Source: an optimization exercise on an open RTL-to-GDS flow (aim: small area). Production flows keep margins and buffers that such runs may drop. Where RTL was checked, it was by simulation tests only, not by an equivalence proof against the original. Only the layout flow was run in run 1; the RTL was not checked for function there. No activity file was given, so power comes from the tool's default toggle rates.

## flow/run.sh

```bash
#!/bin/bash
# synth_recipe.tcl (not shown) runs the flow's synth.tcl, then flattens the netlist and writes it again
# the make line also repeats each setting of config.mk as NAME=value (left out here)
make -C /OpenROAD-flow-scripts/flow DESIGN_CONFIG=/design/flow/config.mk WORK_HOME=/design/flow/orfs CLKGATE_MAP_FILE= SYNTH_SCRIPT=/design/flow/synth_recipe.tcl finish
```

## flow/config.mk

```make
export PLATFORM = sky130hd
export DESIGN_NAME = Top
export DESIGN_NICKNAME = Top
export VERILOG_FILES = /design/flow/design.v
export SDC_FILE = /design/flow/constraint.sdc
export NUM_CORES = 4
export LEC_CHECK = 0
export CAP_MARGIN = 20
export CORE_MARGIN = 2
export CORE_UTILIZATION = 40
export SLEW_MARGIN = 20
```

## flow/constraint.sdc

```tcl
create_clock -name core_clock -period 6.0 [get_ports {Clk}]
set_input_delay 1.2000 -clock core_clock [delete_from_list [all_inputs] [get_ports {Clk}]]
set_output_delay 1.2000 -clock core_clock [all_outputs]
set_load 0.01 [all_outputs]
```

## flow/design.v

```verilog
`timescale 1ns / 1ps
module FIFO #(parameter DEPTH = 16,
parameter WIDTH = 3,
parameter PTR_LEN = 4)(
    input   Clock,
    input   read_en,
    input   write_en,
    input   [WIDTH-1:0] write_data,
    input   reset,
    output  [WIDTH-1:0] read_data,
    output  fifo_full,
    output  fifo_empty
    );
reg [WIDTH-1:0] memory [0:DEPTH-1];
reg [PTR_LEN-1:0] count;
assign fifo_empty = (count == 0);
assign fifo_full  = (&count);
wire push = write_en & ~fifo_full;
wire pop  = read_en & ~fifo_empty;
always @(posedge Clock)
begin
    if (reset)
        count <= 0;
    else if (push & ~pop)
        count <= count + 1'b1;
    else if (pop & ~push)
        count <= count - 1'b1;
end
always @(posedge Clock)
begin
    if (reset)
        memory[0] <= 0;
    else if (push)
        memory[0] <= write_data;
end
genvar k;
generate
    for (k = 1; k < DEPTH; k = k + 1) begin : shift
        always @(posedge Clock)
            if (push)
                memory[k] <= memory[k-1];
    end
endgenerate
assign read_data = memory[count];
endmodule
`timescale 1ns / 1ps
module LUT #(
    parameter PTR_LEN = 4
)(
    input Clk,
    input reset,
    input fifo_empty_A_in,
    input fifo_empty_B_in,
    input read_en_fifo_A_in,
    input read_en_fifo_B_in,
    output [PTR_LEN:0] table_state
    );
reg [PTR_LEN-1:0] step;
reg fresh;
always @ (posedge Clk) begin
    if (reset) begin
        step <= {PTR_LEN{1'b1}};
        fresh <= 1;
    end
    else if ((!(fifo_empty_A_in|fifo_empty_B_in))&(read_en_fifo_A_in & read_en_fifo_B_in)) begin
        step <= step + 1'b1;
        fresh <= 0;
    end
end
assign table_state = {fresh, step};
endmodule
`timescale 1ns / 1ps
module Adder_store (
    input Clk,
    input reset,
    input [4:0] table_state,       
    input [2:0] fifo_A_in,
    input [2:0] fifo_B_in,
    input read_en_fifo_A,
    input read_en_fifo_B,
    input [3:0] focal_point,
    input fifo_empty_A_in,
    input fifo_empty_B_in,
    output reg [3:0] output_data
    );
reg [3:0] image_storage [0:15];
reg extra_clock;
wire fresh = table_state[4];
wire [15:0] at;
genvar g;
generate for (g = 0; g < 16; g = g + 1) begin : dec
    assign at[g] = ~fresh & (table_state[3:0] == g);
end endgenerate
wire [3:0] ent_X;
assign ent_X[0] = at[2] | at[3] | at[4] | at[5] | at[6] | at[7] | at[9] | at[11] | at[12] | at[13] | at[14] | at[15];
assign ent_X[1] = at[1] | at[4] | at[5] | at[9] | at[11] | at[12] | at[13] | at[14] | at[15];
assign ent_X[2] = at[2] | at[3] | at[4] | at[5] | at[8] | at[10] | at[11] | at[12] | at[13] | at[14] | at[15];
assign ent_X[3] = at[6] | at[7] | at[8] | at[9] | at[10] | at[11] | at[12] | at[13] | at[14] | at[15];
wire [3:0] ent_Y;
assign ent_Y[0] = at[0] | at[1] | at[9] | at[11] | at[13] | at[14] | at[15] | fresh;
assign ent_Y[1] = at[1] | at[3] | at[4] | at[7] | at[8] | at[10] | at[12];
assign ent_Y[2] = at[2] | at[3] | at[4] | at[9] | at[10] | at[11] | at[12];
assign ent_Y[3] = at[5] | at[6] | at[7] | at[8] | at[9] | at[10] | at[11] | at[12];
wire [2:0] pos_X;
assign pos_X[0] = at[1] | at[4] | at[5] | at[9] | at[11] | at[12] | at[13] | at[14] | at[15];
assign pos_X[1] = at[2] | at[3] | at[4] | at[5] | at[8] | at[10] | at[11] | at[12] | at[13] | at[14] | at[15];
assign pos_X[2] = at[6] | at[7] | at[8] | at[9] | at[10] | at[11] | at[12] | at[13] | at[14] | at[15];
wire [2:0] pos_Y;
assign pos_Y[0] = at[1] | at[3] | at[4] | at[7] | at[8] | at[10] | at[12];
assign pos_Y[1] = at[2] | at[3] | at[4] | at[9] | at[10] | at[11] | at[12];
assign pos_Y[2] = at[5] | at[6] | at[7] | at[8] | at[9] | at[10] | at[11] | at[12];
wire [0:0] a_in_X;
assign a_in_X[0] = at[1] | at[3] | at[5] | at[7] | at[9] | at[10] | at[13] | at[14] | at[15] | fresh;
wire [0:0] same;
assign same[0] = at[0] | at[13] | at[14] | at[15] | fresh;
wire [0:0] wr_X;
assign wr_X[0] = at[1] | at[2] | at[3] | at[4] | at[5] | at[6] | at[7] | at[8] | at[9] | at[10] | at[11] | at[12] | at[13] | at[14] | at[15] | fresh;
wire [0:0] wr_Y;
assign wr_Y[0] = at[0] | at[1] | at[2] | at[3] | at[4] | at[5] | at[6] | at[7] | at[8] | at[9] | at[10] | at[11] | at[12];
wire acc = read_en_fifo_A & read_en_fifo_B & ~extra_clock;
wire [3:0] both = fifo_A_in + fifo_B_in;
wire [3:0] add_X = same ? both : {1'b0, a_in_X ? fifo_A_in : fifo_B_in};
wire [3:0] add_Y = same ? both : {1'b0, a_in_X ? fifo_B_in : fifo_A_in};
wire [3:0] bank_X [0:7];
assign bank_X[0] = image_storage[0];
assign bank_X[1] = image_storage[2];
assign bank_X[2] = image_storage[5];
assign bank_X[3] = image_storage[7];
assign bank_X[4] = image_storage[9];
assign bank_X[5] = image_storage[11];
assign bank_X[6] = image_storage[12];
assign bank_X[7] = image_storage[15];
wire [3:0] bank_Y [0:7];
assign bank_Y[0] = image_storage[1];
assign bank_Y[1] = image_storage[3];
assign bank_Y[2] = image_storage[4];
assign bank_Y[3] = image_storage[6];
assign bank_Y[4] = image_storage[8];
assign bank_Y[5] = image_storage[10];
assign bank_Y[6] = image_storage[13];
assign bank_Y[7] = image_storage[14];
wire [3:0] sum_X = bank_X[pos_X] + add_X;
wire [3:0] sum_Y = bank_Y[pos_Y] + add_Y;
wire we_X = acc & wr_X;
wire we_Y = acc & wr_Y;
wire [3:0] wd_X = sum_X & {4{~reset}};
wire [3:0] wd_Y = sum_Y & {4{~reset}};
always @(posedge Clk)   
    if (reset | (we_X & (pos_X == 3'd0))) image_storage[0] <= wd_X;
always @(posedge Clk)   
    if (reset | (we_Y & (pos_Y == 3'd0))) image_storage[1] <= wd_Y;
always @(posedge Clk)   
    if (reset | (we_X & (pos_X == 3'd1))) image_storage[2] <= wd_X;
always @(posedge Clk)   
    if (reset | (we_Y & (pos_Y == 3'd1))) image_storage[3] <= wd_Y;
always @(posedge Clk)   
    if (reset | (we_Y & (pos_Y == 3'd2))) image_storage[4] <= wd_Y;
always @(posedge Clk)   
    if (reset | (we_X & (pos_X == 3'd2))) image_storage[5] <= wd_X;
always @(posedge Clk)   
    if (reset | (we_Y & (pos_Y == 3'd3))) image_storage[6] <= wd_Y;
always @(posedge Clk)   
    if (reset | (we_X & (pos_X == 3'd3))) image_storage[7] <= wd_X;
always @(posedge Clk)   
    if (reset | (we_Y & (pos_Y == 3'd4))) image_storage[8] <= wd_Y;
always @(posedge Clk)   
    if (reset | (we_X & (pos_X == 3'd4))) image_storage[9] <= wd_X;
always @(posedge Clk)   
    if (reset | (we_Y & (pos_Y == 3'd5))) image_storage[10] <= wd_Y;
always @(posedge Clk)   
    if (reset | (we_X & (pos_X == 3'd5))) image_storage[11] <= wd_X;
always @(posedge Clk)   
    if (reset | (we_X & (pos_X == 3'd6))) image_storage[12] <= wd_X;
always @(posedge Clk)   
    if (reset | (we_Y & (pos_Y == 3'd6))) image_storage[13] <= wd_Y;
always @(posedge Clk)   
    if (reset | (we_Y & (pos_Y == 3'd7))) image_storage[14] <= wd_Y;
always @(posedge Clk)   
    if (reset | (we_X & (pos_X == 3'd7))) image_storage[15] <= wd_X;
reg [3:0] read_point;
always @(posedge Clk) begin
    if (reset) begin
        read_point <= 0;
        extra_clock <= 0;
    end
    else if (acc) begin
        if (fifo_empty_A_in | fifo_empty_B_in)
            extra_clock <= 1;
        read_point <= focal_point;
    end
end
always @* output_data = image_storage[read_point];
endmodule
`timescale 1ns / 1ps
module Top #(
    parameter DEPTH = 16,   
    parameter PTR_LEN = 4,
    parameter WIDTH = 3, 
    parameter SCAN_LINES = 2,   
    parameter file_A_LUT = "Transducer_A.mem", 
    parameter file_B_LUT = "Transducer_B.mem"
)(
    input Clk, 
    input [PTR_LEN-1:0] focal_point, 
    input read_en_fifo_A, 
    input write_en_fifo_A, 
    input read_en_fifo_B, 
    input write_en_fifo_B,
    input [WIDTH-1:0] write_data_fifo_A,
    input [WIDTH-1:0] write_data_fifo_B,
    input reset, 
    output [WIDTH+1:0] output_data, 
    output fifo_A_empty, 
    output fifo_B_empty, 
    output fifo_B_full, 
    output fifo_A_full 
    );
wire [PTR_LEN:0] table_state;
wire [WIDTH-1:0] read_data_fifo_A_to_Adder;
wire [WIDTH-1:0] read_data_fifo_B_to_Adder;
LUT #(.PTR_LEN(PTR_LEN)) lut (
    .Clk(Clk),
    .reset(reset),
    .fifo_empty_A_in(fifo_A_empty),
    .fifo_empty_B_in(fifo_B_empty),
    .read_en_fifo_A_in(read_en_fifo_A),
    .read_en_fifo_B_in(read_en_fifo_B),
    .table_state(table_state)
);
FIFO #(.DEPTH(DEPTH), .WIDTH(WIDTH), .PTR_LEN(PTR_LEN)) FIFO_A (
    .Clock(Clk),
    .read_en(read_en_fifo_A),
    .write_en(write_en_fifo_A),
    .write_data(write_data_fifo_A),
    .reset(reset),
    .read_data(read_data_fifo_A_to_Adder),
    .fifo_full(fifo_A_full),
    .fifo_empty(fifo_A_empty)
);
FIFO #(.DEPTH(DEPTH), .WIDTH(WIDTH), .PTR_LEN(PTR_LEN)) FIFO_B (
    .Clock(Clk),
    .read_en(read_en_fifo_B),
    .write_en(write_en_fifo_B),
    .write_data(write_data_fifo_B),
    .reset(reset),
    .read_data(read_data_fifo_B_to_Adder),
    .fifo_full(fifo_B_full),
    .fifo_empty(fifo_B_empty)
);
Adder_store Adder (
    .Clk(Clk),
    .reset(reset),
    .table_state(table_state),
    .fifo_A_in(read_data_fifo_A_to_Adder),
    .fifo_B_in(read_data_fifo_B_to_Adder),
    .read_en_fifo_A(read_en_fifo_A),
    .read_en_fifo_B(read_en_fifo_B),
    .focal_point(focal_point),
    .fifo_empty_A_in(fifo_A_empty),
    .fifo_empty_B_in(fifo_B_empty),
    .output_data(output_data[PTR_LEN-1:0])
);
assign output_data[WIDTH+1:PTR_LEN] = 0;
endmodule
```

==> metrics.md, run 1 <==
| Metric | Value |
|---|---|
| Most frequent cells in the layout | edfxtp_1, nand2_1, nor2_1, a21oi_1, o21ai_0 |
| Final wirelength | approximately 21 mm |
| Diodes inserted | 0 |
| Syn Area/Cell | approximately 12 um2 |
| Antenna violations before repair | 0 |
| Worst hold path class | reg2reg |
| Area Growth Syn to Fin | 11.0% |
| Clock latency (worst-skew pair) | approximately 450 ps |
| Register area | 5100 um2 |
| Placeable Area | 21700 um2 |
| # setup viols final | 0 |
| Routed length per placed instance | between 20 and 25 um |
| CTS tree | built |
| H-tree depth | 4 |
| Global route overflow | 0 |
| Tot GR Track Use | 18.2% |
| Maximum VDD drop | around 0.32 mV |
| Relative slew slack | 33.8% |
| Tmin final | between 4000 and 5000 ps |
| Synth Flop Type | edfxtp_1 |
| Fmax achieved | approximately 210 MHz |
| Clock Pin Slew Worst Setup and Hold Paths | ~80 ps |
| Critical path class | reg2reg |
| Port bufs | 23 |
| Number of synthesized register bits | roughly 180 |
| Final Cell Area | ~9800 um2 |
| Power Dens Cells | slightly below 600 nW/um2 |
| Crit Path Max Fanout | 13 |
| Commonest non-fill, non-tap cell in the layout | edfxtp_1 |
| Post-route ant nets | 0 |
| Arr. time, crit path | roughly 4900 ps |
| Pre-antenna DRT Iters | 9 |
| Gpl congestion | about 0.9 |
| Initial core utilization | between 40% and 50% |
| Syn Nets | between 700 and 800 |
| Max Clock Skew | about 16 ps |
| Post-Synthesis Cells | ~740 |
| Worst Setup End Kind | flip-flop |
| Io pins | 25 |
| Placement-stage cell area | 9210 um2 |
| Global-route wire length before repair | ~33 mm |
| Vias in the first global route | 6038 |
| Vias | 6216 |
| Slew @ Worst Pin | approximately 990 ps |
| Ratio of cells with drive above 1 in the final layout | under 10% |
| Status | timing/DRC/antenna clean |
| Clock Path Buffers | 2 |
| Synth warn | 5 |
| Largest net degree at the start of global routing | between 40 and 50 |
| Vias/cell | a little over 6 |
| Unrepaired setup endpoints after global routing | false |
| Multi-input logic area | approximately 3400 um2 |
| Startpoint types | flip-flop |
| Clk sinks | roughly 180 |
| Async S/R FF share, synth | 0% |
| Number of flops mapped to enable cells by yosys | roughly 150 |
| Maxcap violations | 0 |
| Fin. Hold Viols | 0 |
| Iter 0 DRT Violations | 783 |
| Power Total | about 0.0057 W |
| Die H | ~150 um |
| Final period util | between 70% and 80% |
| Root Driver | clkbuf_16 |
| Final net count | 779 |
| Row count | 54 |
| Die width | around 150 um |
| Filler cells | slightly below 2000 |
| DIE AREA | between 20000 and 25000 um2 |
| HPWL after DPL | between 10 and 15 mm |
| Post_cts resized | 0 |
| Cts bufs inserted | 17 |
| Post-Syn Area | just under 9000 um2 |
| Synth cell types | 77 |
| Hold buffer count at cts | 0 |
| Fin. max-slew vios | 0 |
| Finished Core Util | a little under half |
| Setup Buffers After CTS | 0 |
| Lkg Pwr | 3.53 nW |
| Post-synthesis sequential area ratio | 58.0% |
| TNS Setup | 0 ps |
| CP required | between 6000 and 7000 ps |
| DRC viols | 0 |
-- path summary, 6_finish.rpt --
path | depth (start not counted) | to | slack [ps] | startpoint
worst min register to register | 0 | FIFO_A.memory[12][0]$_DFFE_PP_ | 460 | FIFO_A.memory[11][0]$_DFFE_PP_
worst min-delay path | 0 | FIFO_A.memory[12][0]$_DFFE_PP_ | 460 | FIFO_A.memory[11][0]$_DFFE_PP_
worst max register to register | 18 | Adder.image_storage[9][3]$_DFFE_PP_ | 1220 | FIFO_B.count[1]$_SDFFE_PP0P_
worst max-delay path | 18 | Adder.image_storage[9][3]$_DFFE_PP_ | 1220 | FIFO_B.count[1]$_SDFFE_PP0P_
-- layer usage --
layer	routed length [um]	part of all wire (%)	track usage, %
met1	9380	44	24.7
met2	9900	47	28.8
met3	1360	6.4	4.04
met4	570	2.7	6.90
met5	0	0	0
-- area by class of cell --
type                       instances  share of cell area [%]
sequential                       178                    52.2
multi-input combinational        484                    34.7
clock buffer                      18                    4.39
tap                              280                    3.58
timing repair buffer              28                    2.74
clock inverter                    14                    1.38
inverter                          26                   0.998
-- worst max-delay path, stage by stage, from the launching register on --
cell,delay [ps]
dfxtp_1,420
inv_1,110
ha_1,380
a221oi_1,380
a21oi_1,80
a221o_1,380
o22ai_1,250
inv_1,80
ha_1,220
inv_1,70
fa_1,390
nor2b_1,150
a31oi_1,270
ha_1,290
a21o_1,160
a21oi_1,170
xnor2_1,100
and2_1,170
mux2_1,410
-- cells by family after synthesis --
logic type	Yosys count	synth area share (%)
flip-flops	178	58.0
other	1	0.0426
XOR/XNOR	13	1.29
AND/OR/NAND/NOR	212	11.6
buffers and inverters	73	3.51
AO/OA/AOI/OAI	191	15.6
adder cells (fa/ha/maj)	28	4.23
multiplexers	39	5.73
-- through the flow --
stage                     hold WS (ps)  cells  worst slack, ps
after floorplan                    420    735             1730
after global placement             434    996             1460
after detailed placement           438    996             1260
after CTS                          461   1028             1230
after global routing               471   1028              766
final                              458   1028             1220
-- sequential cells by signal, indices dropped and copies added, names as in the netlist --
signal and cells:
Adder.image_storage 64, Adder.extra_clock 1, lut.step 4, lut.fresh 1, Adder.read_point 4, FIFO_B.count 4, FIFO_A.count 4, FIFO_A.memory 48
FIFO_B.memory 48
-- synth_stat cells, types with 4 or more instances --
library cell | count | area [um2]
nor3_1 | 6 | 30.0
nand4_1 | 7 | 43.8
and2_1 | 7 | 43.8
buf_1 | 4 | 15.0
clkbuf_1 | 31 | 116
buf_2 | 7 | 35.0
mux2i_1 | 23 | 230
and3_1 | 9 | 56.3
a31oi_1 | 9 | 56.3
a221o_1 | 4 | 40.0
ha_1 | 25 | 313
xnor2_1 | 8 | 70.1
mux2_2 | 6 | 67.6
a221oi_1 | 16 | 140
mux4_2 | 8 | 180
a22oi_1 | 19 | 143
nand2_1 | 63 | 236
o211ai_1 | 4 | 30.0
xor2_1 | 5 | 43.8
edfxtp_1 | 154 | 4620
nand2b_1 | 8 | 50.1
o21ai_0 | 29 | 145
a222oi_1 | 8 | 80.1
inv_1 | 25 | 93.8
nor2b_1 | 8 | 50.1
nand3_1 | 25 | 125
a21o_1 | 6 | 45.0
dfxtp_1 | 24 | 480
o22ai_1 | 5 | 31.3
a21oi_1 | 45 | 225
a22o_1 | 8 | 70.1
nor2_1 | 60 | 225
-- power by group --
part | switching (W) | internal, W | leakage, nW
clock network | 0.000532 | 0.000553 | 0.274
registers | 0.000321 | 0.00200 | 1.74
logic | 0.00138 | 0.000919 | 1.52
total | 0.00223 | 0.00347 | 3.53
==> run 2: changes to the inputs <==
--- a/flow/design.v
+++ b/flow/design.v
@@ -143,53 +143,66 @@
 wire [3:0] sum_Y = bank_Y[pos_Y] + add_Y;
 wire we_X = acc & wr_X;
 wire we_Y = acc & wr_Y;
-wire [3:0] wd_X = sum_X & {4{~reset}};
-wire [3:0] wd_Y = sum_Y & {4{~reset}};
-always @(posedge Clk)   
-    if (reset | (we_X & (pos_X == 3'd0))) image_storage[0] <= wd_X;
-always @(posedge Clk)   
-    if (reset | (we_Y & (pos_Y == 3'd0))) image_storage[1] <= wd_Y;
-always @(posedge Clk)   
-    if (reset | (we_X & (pos_X == 3'd1))) image_storage[2] <= wd_X;
-always @(posedge Clk)   
-    if (reset | (we_Y & (pos_Y == 3'd1))) image_storage[3] <= wd_Y;
-always @(posedge Clk)   
-    if (reset | (we_Y & (pos_Y == 3'd2))) image_storage[4] <= wd_Y;
-always @(posedge Clk)   
-    if (reset | (we_X & (pos_X == 3'd2))) image_storage[5] <= wd_X;
-always @(posedge Clk)   
-    if (reset | (we_Y & (pos_Y == 3'd3))) image_storage[6] <= wd_Y;
-always @(posedge Clk)   
-    if (reset | (we_X & (pos_X == 3'd3))) image_storage[7] <= wd_X;
-always @(posedge Clk)   
-    if (reset | (we_Y & (pos_Y == 3'd4))) image_storage[8] <= wd_Y;
-always @(posedge Clk)   
-    if (reset | (we_X & (pos_X == 3'd4))) image_storage[9] <= wd_X;
-always @(posedge Clk)   
-    if (reset | (we_Y & (pos_Y == 3'd5))) image_storage[10] <= wd_Y;
-always @(posedge Clk)   
-    if (reset | (we_X & (pos_X == 3'd5))) image_storage[11] <= wd_X;
-always @(posedge Clk)   
-    if (reset | (we_X & (pos_X == 3'd6))) image_storage[12] <= wd_X;
-always @(posedge Clk)   
-    if (reset | (we_Y & (pos_Y == 3'd6))) image_storage[13] <= wd_Y;
-always @(posedge Clk)   
-    if (reset | (we_Y & (pos_Y == 3'd7))) image_storage[14] <= wd_Y;
-always @(posedge Clk)   
-    if (reset | (we_X & (pos_X == 3'd7))) image_storage[15] <= wd_X;
-reg [3:0] read_point;
+always @(posedge Clk)   
+    if (reset) image_storage[0] <= 0;
+    else if (we_X && pos_X == 3'd0) image_storage[0] <= sum_X;
+always @(posedge Clk)   
+    if (reset) image_storage[1] <= 0;
+    else if (we_Y && pos_Y == 3'd0) image_storage[1] <= sum_Y;
+always @(posedge Clk)   
+    if (reset) image_storage[2] <= 0;
+    else if (we_X && pos_X == 3'd1) image_storage[2] <= sum_X;
+always @(posedge Clk)   
+    if (reset) image_storage[3] <= 0;
+    else if (we_Y && pos_Y == 3'd1) image_storage[3] <= sum_Y;
+always @(posedge Clk)   
+    if (reset) image_storage[4] <= 0;
+    else if (we_Y && pos_Y == 3'd2) image_storage[4] <= sum_Y;
+always @(posedge Clk)   
+    if (reset) image_storage[5] <= 0;
+    else if (we_X && pos_X == 3'd2) image_storage[5] <= sum_X;
+always @(posedge Clk)   
+    if (reset) image_storage[6] <= 0;
+    else if (we_Y && pos_Y == 3'd3) image_storage[6] <= sum_Y;
+always @(posedge Clk)   
+    if (reset) image_storage[7] <= 0;
+    else if (we_X && pos_X == 3'd3) image_storage[7] <= sum_X;
+always @(posedge Clk)   
+    if (reset) image_storage[8] <= 0;
+    else if (we_Y && pos_Y == 3'd4) image_storage[8] <= sum_Y;
+always @(posedge Clk)   
+    if (reset) image_storage[9] <= 0;
+    else if (we_X && pos_X == 3'd4) image_storage[9] <= sum_X;
+always @(posedge Clk)   
+    if (reset) image_storage[10] <= 0;
+    else if (we_Y && pos_Y == 3'd5) image_storage[10] <= sum_Y;
+always @(posedge Clk)   
+    if (reset) image_storage[11] <= 0;
+    else if (we_X && pos_X == 3'd5) image_storage[11] <= sum_X;
+always @(posedge Clk)   
+    if (reset) image_storage[12] <= 0;
+    else if (we_X && pos_X == 3'd6) image_storage[12] <= sum_X;
+always @(posedge Clk)   
+    if (reset) image_storage[13] <= 0;
+    else if (we_Y && pos_Y == 3'd6) image_storage[13] <= sum_Y;
+always @(posedge Clk)   
+    if (reset) image_storage[14] <= 0;
+    else if (we_Y && pos_Y == 3'd7) image_storage[14] <= sum_Y;
+always @(posedge Clk)   
+    if (reset) image_storage[15] <= 0;
+    else if (we_X && pos_X == 3'd7) image_storage[15] <= sum_X;
 always @(posedge Clk) begin
     if (reset) begin
-        read_point <= 0;
+        output_data <= 0;
         extra_clock <= 0;
     end
     else if (acc) begin
         if (fifo_empty_A_in | fifo_empty_B_in)
             extra_clock <= 1;
-        read_point <= focal_point;
-    end
-end
-always @* output_data = image_storage[read_point];
+        output_data <= (wr_X && focal_point == ent_X) ? sum_X :
+                       (wr_Y && focal_point == ent_Y) ? sum_Y : image_storage[focal_point];
+    end
+end
 endmodule
 `timescale 1ns / 1ps
 module Top #(
==> run 2 against run 1 <==
Still clean. Register-to-register slack gained 70 ps. Utilization grew 0.38 points. First-iteration DRC count shrank 20%. Maximum frequency grew 1.5%. Final cell count grew 22%. Non-clock buffer count grew 3. Via count grew 15%. Clock-buffer cell count is the same. Clock power is essentially flat. Design area grew 5.9%.
==> metrics.md, run 2 <==
| Metric | Value |
|---|---|
| Most frequent cells in the layout | nor2_1, edfxtp_1, dfxtp_1, nand2_1, mux2i_1 (was edfxtp_1, nand2_1, nor2_1, a21oi_1, o21ai_0) |
| Vias/cell | 5.70 (was 6.05) |
| Synth Flop Type | edfxtp_1 (unchanged) |
| Finished Core Util | 45.5% (was 45.1%) |
| Post-Syn Area | 9350 um2 (was 8800 um2) |
| Fin. Hold Viols | 0 (unchanged) |
| Final period util | 78.4% (was 79.6%) |
| Pre-antenna DRT Iters | 6 (was 9) |
| Routed length per placed instance | 18.9 um (was 20.6 um) |
| Worst Setup End Kind | flip-flop (unchanged) |
| Number of flops mapped to enable cells by yosys | 90 (was 154) |
| Port bufs | 23 (unchanged) |
| Final net count | 975 (was 779) |
| Synth cell types | 74 (was 77) |
| HP Start | FIFO_A.memory[2][2]$_DFFE_PP_ (was FIFO_A.memory[11][0]$_DFFE_PP_) |
| Area Growth Syn to Fin | 10.8% (was 11.0%) |
| Final wirelength | 23.8 mm (was 21.2 mm) |
| CTS tree | built (unchanged) |
| Ratio of cells with drive above 1 in the final layout | 7.52% (was 8.29%) |
| Startpoint types | flip-flop (unchanged) |
| Post_cts resized | 0 (unchanged) |
| Status | timing/DRC/antenna clean (unchanged) |
| Reg2reg end | Adder.output_data[2]$_SDFFE_PP0P_ (was Adder.image_storage[9][3]$_DFFE_PP_) |
| Cell with the most instances after synthesis | nor2_1 (was edfxtp_1) |
| Power Total | 0.00485 W (was 0.00571 W) |
| Power Dens Cells | 468 nW/um2 (was 584 nW/um2) |
| Number of synthesized register bits | 178 (unchanged) |
| Critical path class | reg2reg (unchanged) |
| Antenna violations before repair | 0 (unchanged) |
| Slew @ Worst Pin | 1090 ps (was 992 ps) |
| DIE AREA | 24600 um2 (was 23200 um2) |
| Fin. max-slew vios | 0 (unchanged) |
| Io pins | 25 (unchanged) |
| Diodes inserted | 0 (unchanged) |
| Clock Path Buffers | 2 (unchanged) |
| Die width | 157 um (was 152 um) |
| Post-synth top cells | nor2_1, edfxtp_1, dfxtp_1 (was edfxtp_1, nand2_1, nor2_1) |
| Post-synthesis sequential area ratio | 47.8% (was 58.0%) |
| Hold endpoint | FIFO_A.memory[3][2]$_DFFE_PP_ (was FIFO_A.memory[12][0]$_DFFE_PP_) |
| Unrepaired setup endpoints after global routing | false (unchanged) |
| Post-route ant nets | 0 (unchanged) |
| Largest Register | Adder.image_storage (unchanged) |
| Hold buffer count at cts | 0 (unchanged) |
| Clk sinks | 178 (unchanged) |
| Syn Area/Cell | 9.91 um2 (was 12.0 um2) |
| Die H | 157 um (was 152 um) |
| Post-Synthesis Cells | 943 (was 735) |
| Clock Pin Slew Worst Setup and Hold Paths | 80 ps (about the same) |
| Iter 0 DRT Violations | 628 (was 783) |
| Max incr delay on CP | 670 ps (was 420 ps) |
| Register area | 4460 um2 (was 5100 um2) |
| Max Clock Skew | 12.7 ps (was 16.0 ps) |
| DRC viols | 0 (unchanged) |
| Tmin final | 4700 ps (was 4780 ps) |
| Arr. time, crit path | 5060 ps (was 4920 ps) |
| Slowest CP cell | xnor2_1 (was dfxtp_1) |
| Initial core utilization | 41.0% (was 40.6%) |
| Setup Buffers After CTS | 0 (unchanged) |
| Flop2flop setup slack | 1300 ps (was 1220 ps) |
| Reg2reg start | FIFO_B.count[0]$_SDFFE_PP0P_ (was FIFO_B.count[1]$_SDFFE_PP0P_) |
| Global-route wire length before repair | 38.0 mm (was 33.4 mm) |
| Final Cell Area | 10400 um2 (was 9780 um2) |
| Root Driver | clkbuf_16 (unchanged) |
| # setup viols final | 0 (unchanged) |
| Maxcap violations | 0 (unchanged) |
| Largest regs | Adder.image_storage: 64 flops, FIFO_A.memory: 48 flops, FIFO_B.memory: 48 flops (unchanged) |
| Yosys top cell by area | edfxtp_1 (unchanged) |
| Gpl congestion | 0.926 (was 0.917) |
| Clock latency (worst-skew pair) | 450 ps (about the same) |
| CP required | 6350 ps (was 6150 ps) |
| Row count | 55 (was 54) |
| Relative slew slack | 27.1% (was 33.8%) |
| Commonest non-fill, non-tap cell in the layout | nor2_1 (was edfxtp_1) |
| Critical path cell sequence | inv_1, ha_1, a222oi_1, mux4_2, a31oi_1, inv_1, fa_1, mux2_2, fa_1, xnor2_1, mux2i_1, o31ai_1 (was inv_1, ha_1, a221oi_1, a21oi_1, a221o_1, o22ai_1, inv_1, ha_1, inv_1, fa_1, nor2b_1, a31oi_1, ha_1, a21o_1, a21oi_1, xnor2_1, and2_1, mux2_1) |
| Largest cells by area after synthesis | edfxtp_1, dfxtp_1, mux2i_1, nor2_1, nand2_1 (was edfxtp_1, dfxtp_1, ha_1, nand2_1, mux2i_1) |
| Worst hold path class | reg2reg (unchanged) |
| Cell depth of the worst hold path | 0 (unchanged) |
| Crit Path Max Fanout | 13 (unchanged) |
| H-tree depth | 4 (unchanged) |
| Placeable Area | 22800 um2 (was 21700 um2) |
| Maximum VDD drop | 0.384 mV (was 0.323 mV) |
| Vias | 7167 (was 6216) |
| Async S/R FF share, synth | 0% (unchanged) |
| Global route overflow | 0 (unchanged) |
| Family with the most delay on the worst path | adder cells (was compound AO/OA/AOI/OAI gates) |
| Vias in the first global route | 6731 (was 6038) |
| Multi-input logic area | 4520 um2 (was 3390 um2) |
| Max reg flops | 64 (unchanged) |
| Filler cells | 2167 (was 1942) |
| Tot GR Track Use | 19.9% (was 18.2%) |
| Largest net degree at the start of global routing | 81 (was 47) |
| Fmax achieved | 213 MHz (was 209 MHz) |
| Critical path buffer and inverter count | 2 (was 3) |
| Syn Nets | 987 (was 779) |
| Worst R2R Path Depth | 12 (was 18) |
| Placement-stage cell area | 9770 um2 (was 9210 um2) |
| Lkg Pwr | 3.79 nW (was 3.53 nW) |
| Synth warn | 5 (unchanged) |
| Cts bufs inserted | 17 (unchanged) |
| HPWL after DPL | 16.5 mm (was 14.9 mm) |
| Synth top area share | 28.9% (was 52.5%) |
| TNS Setup | 0 ps (unchanged) |
-- run 2: metal layers --
| layer | vias to the layer above | global-route usage, % | routed length (um) |
|---|---|---|---|
| met3 | 39 | 3.88 | 1360 |
| li1 | 3459 | - | - |
| met1 | 3422 | 27.3 | 10900 |
| met2 | 247 | 31.5 | 11000 |
| met5 | - | 0 | 0 |
| met4 | 0 | 6.99 | 553 |
-- run 2: through the flow --
step,hold slack [ps],std cells,setup slack [ps]
global route,459,1257,922
floorplan,420,943,2060
finish,444,1257,1300
global placement,430,1225,1410
detailed placement,433,1225,1380
CTS,447,1257,1330
-- run 2: area by class of cell --
cell class	count	area share, %
multi-input cells	676	43.7
well taps	313	3.78
repair buffers	31	2.76
inverters	27	0.979
flip-flops and latches	178	43.1
clock buffers	18	4.15
clock inverters	14	1.52
-- run 2: where the power goes --
| part | total, W | switching, W | internal [W] | leakage [nW] |
|---|---|---|---|---|
| clock network | 0.00110 | 0.000544 | 0.000559 | 0.287 |
| registers | 0.00151 | 0.000146 | 0.00137 | 1.60 |
| logic | 0.00223 | 0.00144 | 0.000789 | 1.90 |
| total | 0.00485 | 0.00213 | 0.00272 | 3.79 |
-- run 2: worst max path at each step --
| stage | from | to | cells after the start |
|---|---|---|---|
| CTS | FIFO_B.count[0]$_SDFFE_PP0P_ | Adder.output_data[2]$_SDFFE_PP0P_ | 12 |
| global placement | FIFO_B.count[0]$_SDFFE_PP0P_ | Adder.output_data[2]$_SDFFE_PP0P_ | 16 |
| detailed placement | FIFO_B.count[0]$_SDFFE_PP0P_ | Adder.output_data[2]$_SDFFE_PP0P_ | 12 |
| finish | FIFO_B.count[0]$_SDFFE_PP0P_ | Adder.output_data[2]$_SDFFE_PP0P_ | 12 |
| global route | FIFO_B.count[0]$_SDFFE_PP0P_ | Adder.output_data[2]$_SDFFE_PP0P_ | 16 |
| floorplan | FIFO_B.count[0]$_SDFFE_PP0P_ | Adder.output_data[3]$_SDFFE_PP0P_ | 20 |
-- run 2: logic make-up after synthesis --
logic type	after synthesis	share of synthesized area [%]
buffers and inverters	89	3.83
XOR/XNOR	23	2.40
AO/OA/AOI/OAI	234	17.5
multiplexers	83	9.45
adder cells (fa/ha/maj)	28	3.99
flip-flops	178	47.8
other	1	0.0401
AND/OR/NAND/NOR	307	15.0

==> what the ideal ports hide <==
Ports are ideal in the flow. The routed layouts listed here were re-timed in OpenROAD.
Step 1, drivers: a clkbuf_16 drives Clk and a buf_2 each remaining input, both assumed.
Step 2 moves the port delays by t, midway between the first and last clock arrival at a register: inputs arrive t later, outputs are due t later. That takes back most of the time a late clock gives input paths.
Slacks: ideal ports / drivers / drivers and shift; pairs: ideal ports / drivers.
| run | shift t [ns] | slack for setup (ns) | worst setup path at the end | clock arrival spread, ns | pins driven straight from the clock port |
|---|---|---|---|---|---|
| run 1 | 0.486 | 1.225 / 1.225 / 1.225 | register to register | 0.016 / 0.016 | 1 |
| run 2 | 0.489 | 1.296 / 1.296 / 1.296 | register to register | 0.013 / 0.013 | 1 |
After both steps setup and hold are still met in every run listed.
